Background: an optimization exercise with open tools, aiming at small area, a short achievable clock period and few clock cycles. Do not read the settings as production practice.
In this exercise RTL edits were held to simulation tests only and were not proved equivalent to the original.
Power is estimated from default activity; no workload was simulated.

==> run M <==
==> flow/design.v (excerpt) <==
module axis_cpu (
    input wire clk,
    input wire rst,
    input wire [31:0] din_TDATA,
    input wire din_TVALID,
    output wire din_TREADY,
    input wire din_TLAST,
    output wire [31:0] dout_TDATA,
    output wire dout_TVALID,
    input wire dout_TREADY,
    output wire dout_TLAST,
    input wire [31:0] cmd_in_TDATA,
    input wire cmd_in_TVALID,
    output wire [31:0] cmd_out_TDATA,
    output wire cmd_out_TVALID
);
Settings: LEC_CHECK=0, ABC_CLOCK_PERIOD_IN_PS=3500, CAP_MARGIN=20, CORE_MARGIN=2, CORE_UTILIZATION=40, PLACE_DENSITY=0.6, SETUP_SLACK_MARGIN=5, SLEW_MARGIN=20; clock period 9.0 ns.
run.sh (not shown) runs the stock make flow with config.mk's settings and CLKGATE_MAP_FILE= SYNTH_SCRIPT=/design/flow/synth_recipe.tcl, a recipe that flattens the netlist after the stock synthesis.
==> run K: changes against run M <==
--- a/flow/design.v
+++ b/flow/design.v
@@ -79,19 +79,24 @@
     always @(posedge clk) halt <= rst || programming;
     reg [6:0] pc;       
     reg [5:0] pce;      
     wire [7:0] ev = imem_e[pce];
     wire [7:0] od = imem_o[pc[6:1]];
     wire [7:0] i0 = pc[0] ? od : ev;
     wire [7:0] i1 = pc[0] ? ev : od;
-    wire fuse = (i0[7:5] == 3'b111);
-    wire st0 = (i0[7:6] == 2'b01) && !i0[4];
-    wire stf = st0 && (i1[7:6] != 2'b01) &&
-               !((i1[7:6] == 2'b00) && i1[4] && (i1[3:0] == i0[3:0]));
-    wire take2 = fuse || stf;
+    function is_sel(input [7:0] a);
+        is_sel = (a[7:5] == 3'b111);
+    endfunction
+    function st_ok(input [7:0] a, input [7:0] b);
+        st_ok = (a[7:6] == 2'b01) && !a[4] && (b[7:6] != 2'b01) &&
+                !((b[7:6] == 2'b00) && b[4]);
+    endfunction
+    wire fuse = pc[0] ? is_sel(od) : is_sel(ev);
+    wire take2 = pc[0] ? (is_sel(od) || st_ok(od, ev)) : (is_sel(ev) || st_ok(ev, od));
+    wire stf = take2 && !fuse;
     wire [6:0] pc1 = pc + 7'd1;
     wire [6:0] pc2 = pc + 7'd2;
     wire [6:0] pc3 = pc + 7'd3;
     wire [6:0] f_seq = take2 ? pc2 : pc1;
     wire [6:0] f_seq1 = take2 ? pc3 : pc2;
     localparam NBTB = 4;
     reg [NBTB-1:0] btb_v;
@@ -119,23 +124,24 @@
     reg d_v;
     reg [7:0] d_mi;     
     reg d_fuse;         
     reg d_st;           
     reg d_stx;          
     reg [3:0] d_stn;    
     reg d_sel;          
-    reg [15:0] d_soh;   
+    reg [15:0] d_ioh;   
+    reg [15:0] d_joh;   
     reg [6:0] d_next;   
     reg [6:0] d_next1;  
     reg [6:0] d_pc;     
     reg d_pred;         
     reg [15:0] isel;    
     reg [15:0] jsel;    
-    wire [15:0] ioh = (d_fuse && d_sel) ? d_soh : isel;
-    wire [15:0] joh = (d_fuse && !d_sel) ? d_soh : jsel;
+    wire [15:0] ioh = d_ioh;
+    wire [15:0] joh = d_joh;
     reg [31:0] f_imm;
     reg [6:0] f_j;
     integer k;
     always @(*) begin
         f_imm = 32'd0;
         f_j = 7'd0;
         for (k = 0; k < 16; k = k + 1) begin
@@ -188,15 +194,15 @@
     reg e_stx;
     reg [3:0] e_stn;
     reg e_first;        
     reg [31:0] Bx;      
     reg o_valid;        
     reg i_ready;        
     reg o_last;
-    reg o_sel;          
+    reg [31:0] o_data;  
     reg [31:0] A;
     reg [31:0] X;
     reg last_f;
     reg [31:0] R [0:15];
     reg [15:0] rvalid;
     wire [2:0] cls = ei[7:5];
     wire is_lda = (cls == 3'b000);
@@ -327,25 +333,31 @@
             end
             clz32 = nz4[1] ? {1'b0, c4[7:4]} : {1'b1, c4[3:0]};
         end
     endfunction
     reg [1:0] dst;  
     wire dbusy = dst[1];
     reg [4:0] dsh_r;
-    reg [4:0] dcnt;
-    wire dquick = az || bz;
+    reg [3:0] dcnt;
+    reg [33:0] D3;
+    wire dquick = az || bz || !ge;
     wire [4:0] cla = clz32(A);
     wire [4:0] clb = clz32(B);
-    wire [4:0] dsh = (clb > cla) ? (clb - cla) : 5'd0;
+    wire [4:0] dsh0 = (clb > cla) ? (clb - cla) : 5'd0;
+    wire [4:0] dsh = {dsh0[4:1], 1'b0};
     wire d_step = e_v && is_dm && dbusy;
     wire ge1 = addsub[32];
-    wire [31:0] r1 = ge1 ? addsub[31:0] : A;
-    wire [31:0] q1 = {ms[30:0], ge1};
+    wire [33:0] t2 = {2'b00, A} - {1'b0, B, 1'b0};
+    wire [34:0] t3 = {3'b000, A} - {1'b0, D3};
+    wire ge2 = !t2[33];
+    wire ge3 = !t3[34];
+    wire [31:0] r1 = ge3 ? t3[31:0] : ge2 ? t2[31:0] : ge1 ? addsub[31:0] : A;
+    wire [31:0] q1 = {ms[29:0], ge3 || ge2, ge3 || (!ge2 && ge1)};
     wire [31:0] dnorm = B << dsh_r;
-    wire div_done = dbusy ? (dcnt == 5'd0) : (dst == 2'd0) && dquick;
+    wire div_done = dbusy ? (dcnt == 4'd0) : (dst == 2'd0) && dquick;
     wire [31:0] div_res = dbusy ? (dm_div ? q1 : r1)
                                 : (dm_div ? {32{bz}} : A);
     wire e_busy = (i_ready && !din_TVALID) || (o_valid && !dout_TREADY) ||
                   (is_mul && !mul_done) || (is_dm && !div_done);
     wire fire = e_v && !e_busy;
     wire e_adv = !e_v || !e_busy;           
     wire d_take = !d_v || e_adv;            
@@ -375,32 +387,28 @@
     wire r_we_m = e_v && is_st;
     wire r_we_s = e_v && e_st && e_first;
     wire r_we = r_we_m || r_we_s;
     wire [3:0] r_wa = e_st ? e_stn : ei[3:0];
     wire r_wx = e_st ? e_stx : ei[5];
     wire [31:0] b_n = d_mi[4] ? x_n : f_imm;
     always @(posedge clk) begin
+        if (halt || sq_e || sq_d || d_take) begin
+            pc <= (sq_d && !sq_e && !halt) ? ptgt : halt ? 7'd0 : sq_e ? tgt : f_next;
+            pce <= (sq_d && !sq_e && !halt) ? ptgt1[6:1] : halt ? 6'd0 : sq_e ? tgt1[6:1] : f_nexte;
+        end
         if (halt) begin
-            pc <= 7'd0;
-            pce <= 6'd0;
             d_v <= 1'b0;
             e_v <= 1'b0;
         end else if (sq_e) begin
-            pc <= tgt;
-            pce <= tgt1[6:1];
             d_v <= 1'b0;
             e_v <= 1'b0;
         end else begin
             if (sq_d) begin
-                pc <= ptgt;
-                pce <= ptgt1[6:1];
                 d_v <= 1'b0;
             end else if (d_take) begin
-                pc <= f_next;
-                pce <= f_nexte;
                 d_v <= 1'b1;
             end
             if (e_adv) begin
                 e_v <= d_v;
                 if (d_v) begin
                     isel <= isel_n;
                     jsel <= jsel_n;
@@ -410,48 +418,49 @@
         if (d_take) begin
             d_mi <= take2 ? i1 : i0;
             d_fuse <= fuse;
             d_st <= stf;
             d_stx <= i0[5];
             d_stn <= i0[3:0];
             d_sel <= i0[4];
-            d_soh <= 16'd1 << i0[3:0];
+            d_ioh <= (fuse && i0[4]) ? (16'd1 << i0[3:0]) : (d_v && e_adv) ? isel_n : isel;
+            d_joh <= (fuse && !i0[4]) ? (16'd1 << i0[3:0]) : (d_v && e_adv) ? jsel_n : jsel;
             d_next <= f_seq;
             d_next1 <= f_seq1;
             d_pc <= pc;
             d_pred <= btb_hit;
         end
         if (e_adv) begin
             ei <= d_mi;
             B <= b_n;
         end else if (m_step) begin
             B <= {8'd0, B[31:8]};
         end else if (e_v && is_dm && (dst == 2'd1)) begin
             B <= dnorm;
         end else if (d_step) begin
-            B <= {1'b0, B[31:1]};
+            B <= {2'b00, B[31:2]};
         end
         if (e_adv) begin
             ej <= f_j;
             enext <= d_next;
             enext1 <= d_next1;
             epred <= d_bp;
             e_sub <= d_sub;
             e_st <= d_st;
             e_stx <= d_stx;
             e_stn <= d_stn;
             Bx <= b_n ^ {32{d_sub}};
         end else if (e_v && is_dm && (dst == 2'd1)) begin
             Bx <= ~dnorm;
         end else if (d_step) begin
-            Bx <= {1'b1, Bx[31:1]};
+            Bx <= {2'b11, Bx[31:2]};
         end
         if (e_adv) begin
             o_last <= d_mi[0] && d_out;
-            o_sel <= d_mi[5] && d_out;
+            o_data <= d_mi[5] ? x_n : a_n;
         end
         e_first <= e_adv;
         if (halt || sq_e) begin
             o_valid <= 1'b0;
             i_ready <= 1'b0;
         end else if (e_adv) begin
             o_valid <= d_v && d_out;
@@ -509,38 +518,44 @@
             endcase
         end
     end
     always @(posedge clk) begin
         if (m_step) begin
             ms <= s8;
             mcy <= c8;
-        end else if (d_step && (dcnt != 5'd0)) begin
+        end else if (d_step && (dcnt != 4'd0)) begin
             ms <= q1;
             mcy <= 32'd0;
         end else begin
             ms <= 32'd0;
             mcy <= 32'd0;
         end
     end
     always @(posedge clk) begin
         if (halt) begin
             dst <= 2'd0;
         end else if (e_v && is_dm) begin
             case (dst)
                 2'd0: if (!dquick) dst <= 2'd1;
                 2'd1: dst <= 2'd2;
-                default: if (dcnt == 5'd0) dst <= 2'd0;
+                default: if (dcnt == 4'd0) dst <= 2'd0;
             endcase
         end
     end
     always @(posedge clk) begin
         case (dst)
             2'd0: dsh_r <= dsh;
-            2'd1: dcnt <= dsh_r;
-            default: dcnt <= dcnt - 5'd1;
+            2'd1: begin
+                dcnt <= dsh_r[4:1];
+                D3 <= {2'b00, dnorm} + {1'b0, dnorm, 1'b0};
+            end
+            default: begin
+                dcnt <= dcnt - 4'd1;
+                D3 <= {2'b00, D3[33:2]};
+            end
         endcase
     end
     assign din_TREADY = i_ready && !halt;
     assign dout_TVALID = o_valid && !halt;
-    assign dout_TDATA = o_sel ? X : A;
+    assign dout_TDATA = o_data;
     assign dout_TLAST = o_last;
 endmodule
==> run F: changes against run M <==
--- a/flow/design.v
+++ b/flow/design.v
@@ -53,34 +53,21 @@
             if (imm_wr) mp <= mp + 4'd1;
         end
     end
     reg [7:0] imem_e [0:63];
     reg [7:0] imem_o [0:63];
     reg [6:0] jtab [0:15];
     reg [31:0] itab [0:15];
-    reg w_inst;
-    reg w_jmp;
-    reg w_imm;
-    reg [6:0] w_addr;
-    reg [31:0] w_data;
     always @(posedge clk) begin
-        w_inst <= inst_wr;
-        w_jmp <= jmp_wr;
-        w_imm <= imm_wr;
-        w_addr <= inst_wr ? ip : jmp_wr ? {3'd0, jp} : {3'd0, mp};
-        w_data <= cmd_in_TDATA;
+        if (inst_wr && !ip[0]) imem_e[ip[6:1]] <= cmd_in_TDATA[7:0];
+        if (inst_wr && ip[0]) imem_o[ip[6:1]] <= cmd_in_TDATA[7:0];
+        if (jmp_wr) jtab[jp] <= cmd_in_TDATA[6:0];
+        if (imm_wr) itab[mp] <= cmd_in_TDATA;
     end
-    always @(posedge clk) begin
-        if (w_inst && !w_addr[0]) imem_e[w_addr[6:1]] <= w_data[7:0];
-        if (w_inst && w_addr[0]) imem_o[w_addr[6:1]] <= w_data[7:0];
-        if (w_jmp) jtab[w_addr[3:0]] <= w_data[6:0];
-        if (w_imm) itab[w_addr[3:0]] <= w_data;
-    end
-    reg halt;
-    always @(posedge clk) halt <= rst || programming;
+    wire halt = rst || programming;
     reg [6:0] pc;       
     reg [5:0] pce;      
     wire [7:0] ev = imem_e[pce];
     wire [7:0] od = imem_o[pc[6:1]];
     wire [7:0] i0 = pc[0] ? od : ev;
     wire [7:0] i1 = pc[0] ? ev : od;
     wire fuse = (i0[7:5] == 3'b111);
@@ -148,17 +135,14 @@
     wire [15:0] jsel_n = (d_mi[7:4] == 4'hE) ? mi_oh : joh;
     wire d_out = (d_mi[7:6] == 2'b01) && d_mi[4];
     wire d_in = (d_mi[7:6] == 2'b00) && (d_mi[4:3] == 2'b01);
     wire d_sub = !((d_mi[7:5] == 3'b100) && (d_mi[3:0] == 4'd0));
     wire d_ja = (d_mi[7:5] == 3'b101) && (d_mi[2:0] == 3'd0);
     wire d_cj = (d_mi[7:5] == 3'b101) && (d_mi[2:0] != 3'd0);
     reg [1:0] bctr [0:31];
-    reg bu_v;
-    reg bu_t;
-    reg [4:0] bu_i;
     wire d_bp = d_cj && bctr[d_next[4:0]][1];
     function [6:0] add7(input [6:0] a, input [6:0] b);
         reg [6:0] g;
         reg [6:0] p;
         reg [6:0] p0;
         integer i;
         integer d;
@@ -188,15 +172,15 @@
     reg e_stx;
     reg [3:0] e_stn;
     reg e_first;        
     reg [31:0] Bx;      
     reg o_valid;        
     reg i_ready;        
     reg o_last;
-    reg o_sel;          
+    reg [31:0] o_data;
     reg [31:0] A;
     reg [31:0] X;
     reg last_f;
     reg [31:0] R [0:15];
     reg [15:0] rvalid;
     wire [2:0] cls = ei[7:5];
     wire is_lda = (cls == 3'b000);
@@ -327,24 +311,26 @@
             end
             clz32 = nz4[1] ? {1'b0, c4[7:4]} : {1'b1, c4[3:0]};
         end
     endfunction
     reg [1:0] dst;  
     wire dbusy = dst[1];
     reg [4:0] dsh_r;
+    reg [31:0] dr;
+    reg [31:0] dd;
+    reg [31:0] dq;
     reg [4:0] dcnt;
     wire dquick = az || bz;
     wire [4:0] cla = clz32(A);
     wire [4:0] clb = clz32(B);
     wire [4:0] dsh = (clb > cla) ? (clb - cla) : 5'd0;
-    wire d_step = e_v && is_dm && dbusy;
-    wire ge1 = addsub[32];
-    wire [31:0] r1 = ge1 ? addsub[31:0] : A;
-    wire [31:0] q1 = {ms[30:0], ge1};
-    wire [31:0] dnorm = B << dsh_r;
+    wire [32:0] t1 = {1'b0, dr} - {1'b0, dd};
+    wire ge1 = !t1[32];
+    wire [31:0] r1 = ge1 ? t1[31:0] : dr;
+    wire [31:0] q1 = {dq[30:0], ge1};
     wire div_done = dbusy ? (dcnt == 5'd0) : (dst == 2'd0) && dquick;
     wire [31:0] div_res = dbusy ? (dm_div ? q1 : r1)
                                 : (dm_div ? {32{bz}} : A);
     wire e_busy = (i_ready && !din_TVALID) || (o_valid && !dout_TREADY) ||
                   (is_mul && !mul_done) || (is_dm && !div_done);
     wire fire = e_v && !e_busy;
     wire e_adv = !e_v || !e_busy;           
@@ -365,18 +351,18 @@
         endcase
     end
     wire [31:0] alures = !ei[3] ? alu1 : is_mul ? mul_res : div_res;
     wire a_we = e_v && (is_lda ? (!is_in || din_TVALID) :
                         is_alu ? (!ei[3] || (is_mul ? mul_done : div_done)) :
                         is_txa);
     wire x_we = e_v && (is_ldx ? (!is_in || din_TVALID) : is_tax);
-    wire [31:0] a_n = !a_we ? (m_step ? {A[23:0], 8'd0} : d_step ? r1 : A) :
+    wire [31:0] a_n = !a_we ? (m_step ? {A[23:0], 8'd0} : A) :
                       is_lda ? ldval : is_alu ? alures : X;
     wire [31:0] x_n = !x_we ? X : is_ldx ? ldval : A;
-    wire r_we_m = e_v && is_st;
+    wire r_we_m = e_v && is_st && (!ei[4] || dout_TREADY);
     wire r_we_s = e_v && e_st && e_first;
     wire r_we = r_we_m || r_we_s;
     wire [3:0] r_wa = e_st ? e_stn : ei[3:0];
     wire r_wx = e_st ? e_stx : ei[5];
     wire [31:0] b_n = d_mi[4] ? x_n : f_imm;
     always @(posedge clk) begin
         if (halt) begin
@@ -421,37 +407,27 @@
             d_pred <= btb_hit;
         end
         if (e_adv) begin
             ei <= d_mi;
             B <= b_n;
         end else if (m_step) begin
             B <= {8'd0, B[31:8]};
-        end else if (e_v && is_dm && (dst == 2'd1)) begin
-            B <= dnorm;
-        end else if (d_step) begin
-            B <= {1'b0, B[31:1]};
         end
         if (e_adv) begin
             ej <= f_j;
             enext <= d_next;
             enext1 <= d_next1;
             epred <= d_bp;
             e_sub <= d_sub;
             e_st <= d_st;
             e_stx <= d_stx;
             e_stn <= d_stn;
             Bx <= b_n ^ {32{d_sub}};
-        end else if (e_v && is_dm && (dst == 2'd1)) begin
-            Bx <= ~dnorm;
-        end else if (d_step) begin
-            Bx <= {1'b1, Bx[31:1]};
-        end
-        if (e_adv) begin
             o_last <= d_mi[0] && d_out;
-            o_sel <= d_mi[5] && d_out;
+            o_data <= d_mi[5] ? x_n : a_n;
         end
         e_first <= e_adv;
         if (halt || sq_e) begin
             o_valid <= 1'b0;
             i_ready <= 1'b0;
         end else if (e_adv) begin
             o_valid <= d_v && d_out;
@@ -484,42 +460,34 @@
             btb_ptr <= (btb_ptr == NBTB - 1) ? 2'd0 : btb_ptr + 2'd1;
         end
     end
     integer bj;
     always @(posedge clk) begin
         if (halt) begin
             for (bj = 0; bj < 32; bj = bj + 1) bctr[bj] <= 2'b01;
-        end else if (bu_v) begin
-            if (bu_t && bctr[bu_i] != 2'b11) bctr[bu_i] <= bctr[bu_i] + 2'b01;
-            else if (!bu_t && bctr[bu_i] != 2'b00) bctr[bu_i] <= bctr[bu_i] - 2'b01;
+        end else if (e_cj) begin
+            if (taken && bctr[enext[4:0]] != 2'b11) bctr[enext[4:0]] <= bctr[enext[4:0]] + 2'b01;
+            else if (!taken && bctr[enext[4:0]] != 2'b00) bctr[enext[4:0]] <= bctr[enext[4:0]] - 2'b01;
         end
     end
     always @(posedge clk) begin
-        bu_v <= e_cj && !halt;
-        bu_t <= taken;
-        bu_i <= enext[4:0];
-    end
-    always @(posedge clk) begin
         if (halt) begin
             mst <= 2'd0;
         end else if (e_v && is_mul) begin
             case (mst)
                 2'd0: if (!mquick) mst <= mlast ? 2'd2 : 2'd1;
                 2'd1: if (mlast) mst <= 2'd2;
                 default: mst <= 2'd0;
             endcase
         end
     end
     always @(posedge clk) begin
         if (m_step) begin
             ms <= s8;
             mcy <= c8;
-        end else if (d_step && (dcnt != 5'd0)) begin
-            ms <= q1;
-            mcy <= 32'd0;
         end else begin
             ms <= 32'd0;
             mcy <= 32'd0;
         end
     end
     always @(posedge clk) begin
         if (halt) begin
@@ -530,17 +498,30 @@
                 2'd1: dst <= 2'd2;
                 default: if (dcnt == 5'd0) dst <= 2'd0;
             endcase
         end
     end
     always @(posedge clk) begin
         case (dst)
-            2'd0: dsh_r <= dsh;
-            2'd1: dcnt <= dsh_r;
-            default: dcnt <= dcnt - 5'd1;
+            2'd0: begin
+                dr <= A;
+                dd <= B;
+                dsh_r <= dsh;
+            end
+            2'd1: begin
+                dd <= dd << dsh_r;
+                dq <= 32'd0;
+                dcnt <= dsh_r;
+            end
+            default: begin
+                dr <= r1;
+                dd <= {1'b0, dd[31:1]};
+                dq <= q1;
+                dcnt <= dcnt - 5'd1;
+            end
         endcase
     end
-    assign din_TREADY = i_ready && !halt;
-    assign dout_TVALID = o_valid && !halt;
-    assign dout_TDATA = o_sel ? X : A;
+    assign din_TREADY = i_ready;
+    assign dout_TVALID = o_valid;
+    assign dout_TDATA = o_data;
     assign dout_TLAST = o_last;
 endmodule
==> summary of the runs <==
The highest final area belongs to run K, the lowest to run M. In run M the worst hold slack is lower than in run F, by 67 ps. In run F the clock-buffer cell count is lower than in run M, by 15. Run K completed with no timing, DRC or antenna violations. Run F passed the timing, DRC and antenna checks. Run M produced a clean layout. The highest synthesized cell count belongs to run K, the lowest to run M. Total power: run K > run F > run M. Setup slack, lowest first: run K, run M, run F. Via count, highest first: run K, run F, run M. In run K the sequential cell count is lower than in run F, by 2. Between run K and run F, the lower area after synthesis is in run F (gap 3.2%, measured against run F).
==> figures <==
|  | run M | run K | run F |
|---|---|---|---|
| Final period utilization | 51.0% | 52.8% | 47.9% |
| Non-clock buffer share of cell area | 6.72% | 7.20% | 6.41% |
| Headroom to the max-slew limit | 18.9% | 7.69% | 12.1% |
| Number of tap cells added at floorplan | 4325 | 4557 | 4387 |
| Routability cong. | 1.04 | 1.07 | 1.07 |
| Fraction of area in clock buffers and inverters | 6.16% | 5.98% | 5.97% |
| Area share of the largest cell type after synthesis | 58.7% | 56.4% | 58.3% |
| Result of the run | finished clean | finished clean | finished clean |
| Area of all sequential standard cells | 0.0809 sq mm | 0.0831 sq mm | 0.0831 sq mm |
| Number of iterations in the first detailed-routing pass | 8 | 14 | 12 |
| Area of the die | 0.329 sq mm | 0.351 sq mm | 0.340 sq mm |
| Switching power | 21.3 mW | 31.5 mW | 26.6 mW |
| Setup slack of the most critical reg-to-reg path | 4410 ps | 4250 ps | 4690 ps |
| Part of the power in combinational logic | 46.5% | 56.8% | 52.7% |
| Stage delay of the slowest cell on the critical path | 390 ps | 610 ps | 560 ps |
| Antenna violations before repair | 40 | 48 | 31 |
| Detailed-routing wirelength on met1 | 188000 microns | 205000 microns | 187000 microns |
| Nonclk buf count | 926 | 1025 | 916 |
| Routed length on met2 | 218000 microns | 237000 microns | 221000 microns |
Testbench counts of run M, summed over its fixed seeds: cycles 26,979.
Testbench counts of run K, summed over its fixed seeds: cycles 25,495.
Testbench counts of run F, summed over its fixed seeds: cycles 26,931.

-- static timing again, ports no longer ideal --
No port has a modelled driver above. Below, the same layouts with a new extraction and two added sets of constraints. Step 1 assumes that a clkbuf_16 drives the clock port and a buf_2 every other input. Step 2, shift: input delay + t, output delay - t, t = (earliest + latest rising clock arrival at the registers) / 2. This alone moves slack from input paths to output paths. Three values: ideal ports, drivers, drivers and shift; two values: the first two.
run | shift t [ns] | setup slack, ns | slew at the worst register clock pin (ns) | pins driven straight from the clock port
run M | 1.002 | 4.410 / 4.410 / 3.867 | 0.07 / 0.07 | 1
run K | 1.036 | 4.250 / 4.250 / 3.648 | 0.07 / 0.07 | 1
run F | 1.018 | 4.688 / 4.688 / 4.049 | 0.07 / 0.07 | 1
After both steps every run listed still meets setup and hold. The setup slack of run F, which loses most, moves by 0.000 ns with the drivers and by -0.639 ns with both steps.
